This design comes from an exercise in tuning for small area, a short achievable clock period and few clock cycles on the open sky130 flow, not from production work. Only simulation tests tie the RTL to the original design; equivalence was not proved. Power and IR drop assume default switching activity.

`design/flow/config.mk`:
```
export PLATFORM = sky130hd
export DESIGN_NAME = mac_array
export DESIGN_NICKNAME = mac_array
export VERILOG_FILES = /design/flow/design.v
export SDC_FILE = /design/flow/constraint.sdc
export NUM_CORES = 4
export LEC_CHECK = 0
export CAP_MARGIN = 20
export CORE_MARGIN = 2
export CORE_UTILIZATION = 40
export SLEW_MARGIN = 20
```
`design/flow/constraint.sdc`:
```
create_clock -name core_clock -period 8.5 [get_ports {clk_i}]
set_input_delay 1.7000 -clock core_clock [delete_from_list [all_inputs] [get_ports {clk_i}]]
set_output_delay 1.7000 -clock core_clock [all_outputs]
set_load 0.01 [all_outputs]
```
`design/flow/design.v`:
```
`timescale 1ns / 1ps
module mac
    #(parameter width_p = 32)
    (
    input [0:0] clk_i
    ,input [0:0] reset_i
    ,input [0:0] en_i
    ,output [width_p-1:0] accum_o
    ,output[0:0] accum_valid_o
    ,input [0:0] a_valid_i
    ,output [0:0] a_ready_o
    ,input [width_p-1:0] a_i
    ,input [0:0] b_valid_i
    ,output [0:0] b_ready_o
    ,input [width_p-1:0] b_i
    ,output [0:0] a_valid_o
    ,input [0:0] a_yumi_i
    ,output [width_p-1:0] a_o
    ,output [0:0] b_valid_o
    ,input [0:0] b_yumi_i
    ,output [width_p-1:0] b_o
    );
    typedef enum logic [7:0] {
        READY_S  = 8'b00000001,
        A_HELD_S = 8'b00000010,
        B_HELD_S = 8'b00000100,
        MULT_S   = 8'b00001000,
        ACCUM_S  = 8'b00010000,
        A_YUMI_S = 8'b00100000,
        B_YUMI_S = 8'b01000000,
        DONE_S   = 8'b10000000
    } state_e;
    state_e state_r, state_n;
    logic [width_p-1:0] a_r, b_r, accum_r, product_r;
    assign a_o = a_r;
    assign b_o = b_r;
    assign accum_o = accum_r;
    assign accum_valid_o = (state_r == READY_S);
    assign a_ready_o = (state_r == READY_S | state_r == B_HELD_S);
    assign b_ready_o = (state_r == READY_S | state_r == A_HELD_S);
    assign a_valid_o = (state_r == DONE_S | state_r == B_YUMI_S);
    assign b_valid_o = (state_r == DONE_S | state_r == A_YUMI_S);  
    always_comb begin
        casez ({state_r, a_valid_i, b_valid_i, a_yumi_i, b_yumi_i})
            {READY_S, 4'b10??}  : state_n = A_HELD_S;
            {READY_S, 4'b01??}  : state_n = B_HELD_S;
            {READY_S, 4'b11??}  : state_n = MULT_S;
            {A_HELD_S, 4'b?1??} : state_n = MULT_S;
            {B_HELD_S, 4'b1???} : state_n = MULT_S;
            {MULT_S, 4'b????}   : state_n = ACCUM_S;  
            {ACCUM_S, 4'b????}  : state_n = DONE_S;  
            {DONE_S, 4'b??10}   : state_n = A_YUMI_S;
            {DONE_S, 4'b??01}   : state_n = B_YUMI_S;
            {DONE_S, 4'b??11}   : state_n = READY_S;
            {A_YUMI_S, 4'b???1} : state_n = READY_S;
            {B_YUMI_S, 4'b??1?} : state_n = READY_S;
            default : state_n = state_r;  
        endcase
    end
    always_ff @(posedge clk_i) begin
        if (reset_i) begin
            state_r <= READY_S;
        end else if (en_i) begin
            state_r <= state_n;
        end
    end
    always_ff @(posedge clk_i) begin
        if (reset_i) begin
            a_r <= '0;
        end else if (en_i & (state_r == READY_S | state_r == B_HELD_S)) begin
            a_r <= a_i;
        end
    end
    always_ff @(posedge clk_i) begin
        if (reset_i) begin
            b_r <= '0;
        end else if (en_i & (state_r == READY_S | state_r == A_HELD_S)) begin
            b_r <= b_i;
        end
    end
    always_ff @(posedge clk_i) begin
        if (reset_i) begin
            product_r <= '0;
        end else if (en_i & (state_r == MULT_S)) begin
            product_r <= a_r * b_r;
        end
    end
    always_ff @(posedge clk_i) begin
        if (reset_i) begin
            accum_r <= '0;
        end else if (en_i & (state_r == ACCUM_S)) begin
            accum_r <= accum_r + product_r;
        end
    end
endmodule
`timescale 1ns / 1ps
module mac_array
#(
parameter width_p = 32
,parameter array_width_p = 2
,parameter array_height_p = 2
)
(input [0:0] clk_i
,input [0:0] reset_i
,input [0:0] en_i
,input [(width_p * array_height_p)-1:0] row_i
,input [array_height_p-1:0] row_valid_i
,output [array_height_p-1:0] row_ready_o
,input [(width_p * array_width_p)-1:0] col_i
,input [array_width_p-1:0] col_valid_i
,output [array_width_p-1:0] col_ready_o
,output [(width_p * array_width_p * array_height_p)-1:0] z_o
,output [(array_width_p * array_height_p)-1:0] z_valid_o
,input [(array_width_p * array_height_p)-1:0] z_yumi_i
);
wire [width_p-1:0] rows_w [array_height_p-1:0][array_width_p:0];  
wire [width_p-1:0] cols_w [array_height_p:0][array_width_p-1:0];  
wire [width_p-1:0] z_w [array_height_p-1:0][array_width_p-1:0];
wire [0:0] row_valids_w [array_height_p-1:0][array_width_p:0]; 
wire [0:0] col_valids_w [array_height_p:0][array_width_p-1:0];  
wire [0:0] z_valids_w [array_height_p-1:0][array_width_p-1:0];
wire [0:0] row_readys_w [array_height_p-1:0][array_width_p:0]; 
wire [0:0] col_readys_w [array_height_p:0][array_width_p-1:0];  
wire [0:0] z_readys_w [array_height_p-1:0][array_width_p-1:0];
for (genvar i = 0; i < array_width_p; i++) begin
    assign cols_w[0][i] = col_i[(width_p*(i+1))-1:(width_p*i)];
    assign col_valids_w[0][i] = col_valid_i[i];
    assign col_ready_o[i] = col_readys_w[0][i];
end
for (genvar i = 0; i < array_height_p; i++) begin
    assign rows_w[i][0] = row_i[(width_p*(i+1))-1:(width_p*i)];
    assign row_valids_w[i][0] = row_valid_i[i];
    assign row_ready_o[i] = row_readys_w[i][0];
end
for (genvar i = 0; i < array_height_p; i++) begin
    for (genvar j = 0; j < array_width_p ; j++) begin
        assign z_o[
            (width_p*(j+1+(i*array_width_p)))-1 : 
            (width_p*(j+(i*array_width_p)))
            ] = z_w[i][j];  
        assign z_valid_o[i+(j*array_width_p)] = z_valids_w[i][j];
        assign z_readys_w[i][j] = z_yumi_i[i+(j*array_width_p)];
    end
end
for (genvar i = 0; i < array_height_p; i++) begin
    assign row_readys_w[i][array_width_p] = 1'b1;
end
for (genvar i = 0; i < array_width_p; i++) begin
    assign col_readys_w[array_height_p][i] = 1'b1;
end
for (genvar i = 0; i < array_height_p; i++) begin
    for (genvar j = 0; j < array_width_p; j++) begin
         mac
         #(width_p)
         mac_inst
         (.clk_i(clk_i)
         ,.reset_i(reset_i)
         ,.en_i(en_i)
         ,.accum_o(z_w[i][j])
         ,.accum_valid_o(z_valids_w[i][j])
         ,.a_valid_i(row_valids_w[i][j])
         ,.a_ready_o(row_readys_w[i][j])
         ,.a_i(rows_w[i][j])
         ,.b_valid_i(col_valids_w[i][j])
         ,.b_ready_o(col_readys_w[i][j])
         ,.b_i(cols_w[i][j])
         ,.a_valid_o(row_valids_w[i][j+1])
         ,.a_yumi_i(row_readys_w[i][j+1])
         ,.a_o(rows_w[i][j+1])  
         ,.b_valid_o(col_valids_w[i+1][j])
         ,.b_yumi_i(col_readys_w[i+1][j])
         ,.b_o(cols_w[i+1][j])  
         );
    end
end
endmodule
```
`design/flow/run.sh`:
```
#!/bin/bash
# synth_recipe.tcl (not shown) runs the flow's synth.tcl, then flattens the netlist and writes it again
# the make line also repeats each setting of config.mk as NAME=value (left out here)
make -C /OpenROAD-flow-scripts/flow DESIGN_CONFIG=/design/flow/config.mk WORK_HOME=/design/flow/orfs CLKGATE_MAP_FILE= SYNTH_SCRIPT=/design/flow/synth_recipe.tcl finish
```
==> impl_metrics.env <==
export IMPL_status="no timing/DRC/antenna violations"
export IMPL_crit_path_max_fanout=24
export IMPL_final_layout_size_suffix_gt1_share_pct=3.57
export IMPL_cp_end_kind="flop"
export IMPL_layoutNonFillerInstCount=13122
export IMPL_synth_ff_latch_count=540
export IMPL_grtUsageTotal_pct=23.1
export IMPL_post_cts_resized_instances=0
export IMPL_dp_cells=12989
export IMPL_syn2layout_area_growth_pct=9.16
export IMPL_ctsHtreeMaxLevel=3
export IMPL_post_route_period_util_pct=92.3
export IMPL_grt_first_pass_wirelength_mm=408
export IMPL_post_cts_setup_buffer_count=0
export IMPL_post_synth_cell_area_avg_sq_um=8.58
export IMPL_worst_endpoint_arrival_ns=8.48
export IMPL_place_port_buffers=270
export IMPL_mostFrequentLayoutCell="nand2_1"
export IMPL_setup_repair_after_global_routing_missed_its_margin="false"
export IMPL_synthesis_instances=10243
export IMPL_core_region_area_sq_mm=0.219
export IMPL_critPathLaunchType="flop"
export IMPL_timing_final_setup_violations=0
export IMPL_layout_cells_most_common_list="nand2_1 (1938), fa_1 (1636), inv_1 (1583)"
export IMPL_worst_endpoint_required_ns=9.13
export IMPL_first_iter_violations=4077
export IMPL_cts_buffers_inserted=72
export IMPL_vias_per_cell=5.17
export IMPL_clk_pin_slew_ns=0.07
export IMPL_yosysWarningCount=2
export IMPL_route_detailed_wl_per_inst_um=19.3
export IMPL_finalHoldViolations=0
export IMPL_io_pin_count=275
export IMPL_worst_ir_drop_on_vdd_v=0.000135
export IMPL_netlist_top_cells_area="fa_1 (37%), dfxtp_1 (12%), ha_1 (8.8%)"
export IMPL_clkLatencyLatePin_ns=0.73
export IMPL_antenna_found_initial=4
export IMPL_synth_largest_area_cell="fa_1"
export IMPL_cts_tree="yes"
export IMPL_synth_enable_flop_cells=0
export IMPL_clock_path_buffers=3
export IMPL_final_net_count=12583
export IMPL_cap_viol_max_count=0
export IMPL_p_leak_nw=44.2
export IMPL_synthesis_nets=12634
export IMPL_fin_worst_skew_ns=0.0500
export IMPL_number_of_nets_with_antenna_violations_after_routing=0
export IMPL_power_density_mw_per_mm2=86.3
export IMPL_start_util_pct=40.1
export IMPL_via_count=67878
export IMPL_dp_hpwl_mm=207
export IMPL_max_slew_margin_pct=18.6
export IMPL_synth_cell_types=90
export IMPL_maximum_number_of_pins_on_one_net_before_global_route_repair=162
export IMPL_cts_num_sinks=540
export IMPL_worst_setup_path_type="reg -> reg"
export IMPL_cts_hold_fix_buffers=0
export IMPL_ctsRootBufferMaster="clkbuf_16"
export IMPL_die_area_sq_mm=0.223
export IMPL_wl_mm=254
export IMPL_globalRoute_totalOverflow=0
export IMPL_seq_area_frac_synth_pct=12.3
export IMPL_max_freq_mhz=127
export IMPL_setup_total_negative_slack_ns=0
export IMPL_gp_congestion=0.923
export IMPL_route_detailed_drc=0
export IMPL_slew_violations=0
export IMPL_ys_async_sr_fraction_pct=0
export IMPL_synth_top_cell_area_share_pct=37.3
export IMPL_yosys_most_used_dff="dfxtp_1"
export IMPL_chipWidth_um=473
export IMPL_rows=172
export IMPL_post_synthesis_cell_area_sq_mm=0.0879
export IMPL_tightestPinTransition_ns=1.22
export IMPL_drt_pass1_iter_count=5
export IMPL_hold_path_class="reg -> reg"
export IMPL_vias_in_the_first_global_route=72434
export IMPL_die_h_um=473
export IMPL_finalWorstPathRequiredPeriod_ns=7.85
Yosys cell counts, types with 95 or more instances:
library cell,number
inv_1,1584
a21o_1,96
and2_1,1168
clkbuf_1,567
xnor2_1,326
ha_1,616
a21oi_1,651
dfxtp_1,540
nand3_1,95
nand2_1,1941
nor2_1,214
fa_1,1636
o21ai_0,110
xor2_1,107
through the flow:
step	setup slack [ns]	area [sq um]	utilization [%]	power, W	hold WS, ns
6_report	0.654	95900	43.8	0.00827	0.452
5_1_grt	0.257	95900	43.8	0.00870	0.479
4_1_cts	0.661	95900	43.8	0.00838	0.457
3_5_place_dp	0.711	93400	42.6	0.00510	0.450
3_3_place_gp	0.766	93400	42.6	0.00507	0.447
2_1_floorplan	1.49	87900	-	0.00418	0.436
cells by family (layout without fill, tap and decap cells):
logic type | Yosys count | in the layout | synth area share (%)
AO/OA/AOI/OAI | 1154 | 1154 | 7.89
XOR/XNOR | 433 | 433 | 4.32
adder cells (fa/ha/maj) | 2252 | 2252 | 46.0
buffers and inverters | 2170 | 2172 | 9.32
flip-flops | 540 | 540 | 12.3
multiplexers | 9 | 9 | 0.104
other | 0 | 6 | 0
AND/OR/NAND/NOR | 3685 | 3685 | 20.0
path summary, 6_finish.rpt:
path | slack, ns | startpoint | to | cells past startpoint
setup / recovery | 0.65 | genblk6[1].genblk1[1].mac_inst.a_r[6] | genblk6[1].genblk1[1].mac_inst.product_r[25] | 23
hold / removal | 0.45 | genblk6[0].genblk1[1].mac_inst.product_r[16] | genblk6[0].genblk1[1].mac_inst.product_r[16] | 2
setup reg to reg | 0.65 | genblk6[1].genblk1[1].mac_inst.a_r[6] | genblk6[1].genblk1[1].mac_inst.product_r[25] | 23
hold reg to reg | 0.45 | genblk6[0].genblk1[1].mac_inst.product_r[16] | genblk6[0].genblk1[1].mac_inst.product_r[16] | 2
layout make-up:
type                            count  area (sq um)
Timing Repair Buffer              461          4150
Clock buffer                       93          1990
Tap cell                         2871          3590
Clock inverter                     34           488
Antenna cell                        6          15.0
Sequential cell                   540         10800
Inverter                         1584          5950
Multi-Input combinational cell   7533         68900
Fill cell                       21553        123000
state kept, by name (all words and copies together), names as in the netlist:
register                            cells
genblk6.genblk1.mac_inst.b_r          128
genblk6.genblk1.mac_inst.state_r       28
genblk6.genblk1.mac_inst.product_r    128
genblk6.genblk1.mac_inst.accum_r      128
genblk6.genblk1.mac_inst.a_r          128
metal layers:
metal	global-route usage, %	vias to the layer above	wire (um)
li1	-	31099	-
met1	30.5	34611	108000
met2	38.3	1730	121000
met3	2.29	436	11900
met4	10.7	2	12900
met5	0	-	13
worst max-delay path: stages (launching register included):
cell,delay (ns)
dfxtp_1,1.08
nand2_1,0.18
fa_1,0.57
fa_1,0.44
fa_1,0.48
fa_1,0.57
inv_1,0.05
ha_1,0.27
ha_1,0.29
inv_1,0.07
fa_1,0.43
fa_1,0.49
inv_1,0.04
ha_1,0.31
o21a_1,0.24
o21a_1,0.18
a211oi_1,0.39
o2111ai_1,0.20
a311oi_1,0.33
o21bai_1,0.11
a21oi_1,0.25
nor2b_1,0.09
or4_1,0.47
a31oi_1,0.17
power by group:
| group | total [W] | switching, W | internal, W |
|---|---|---|---|
| clock network | 0.00323 | 0.00136 | 0.00187 |
| logic | 0.00207 | 0.00129 | 0.000788 |
| registers | 0.00297 | 0.000355 | 0.00262 |
Testbench counts, summed over its fixed seeds: cycles 9,220.
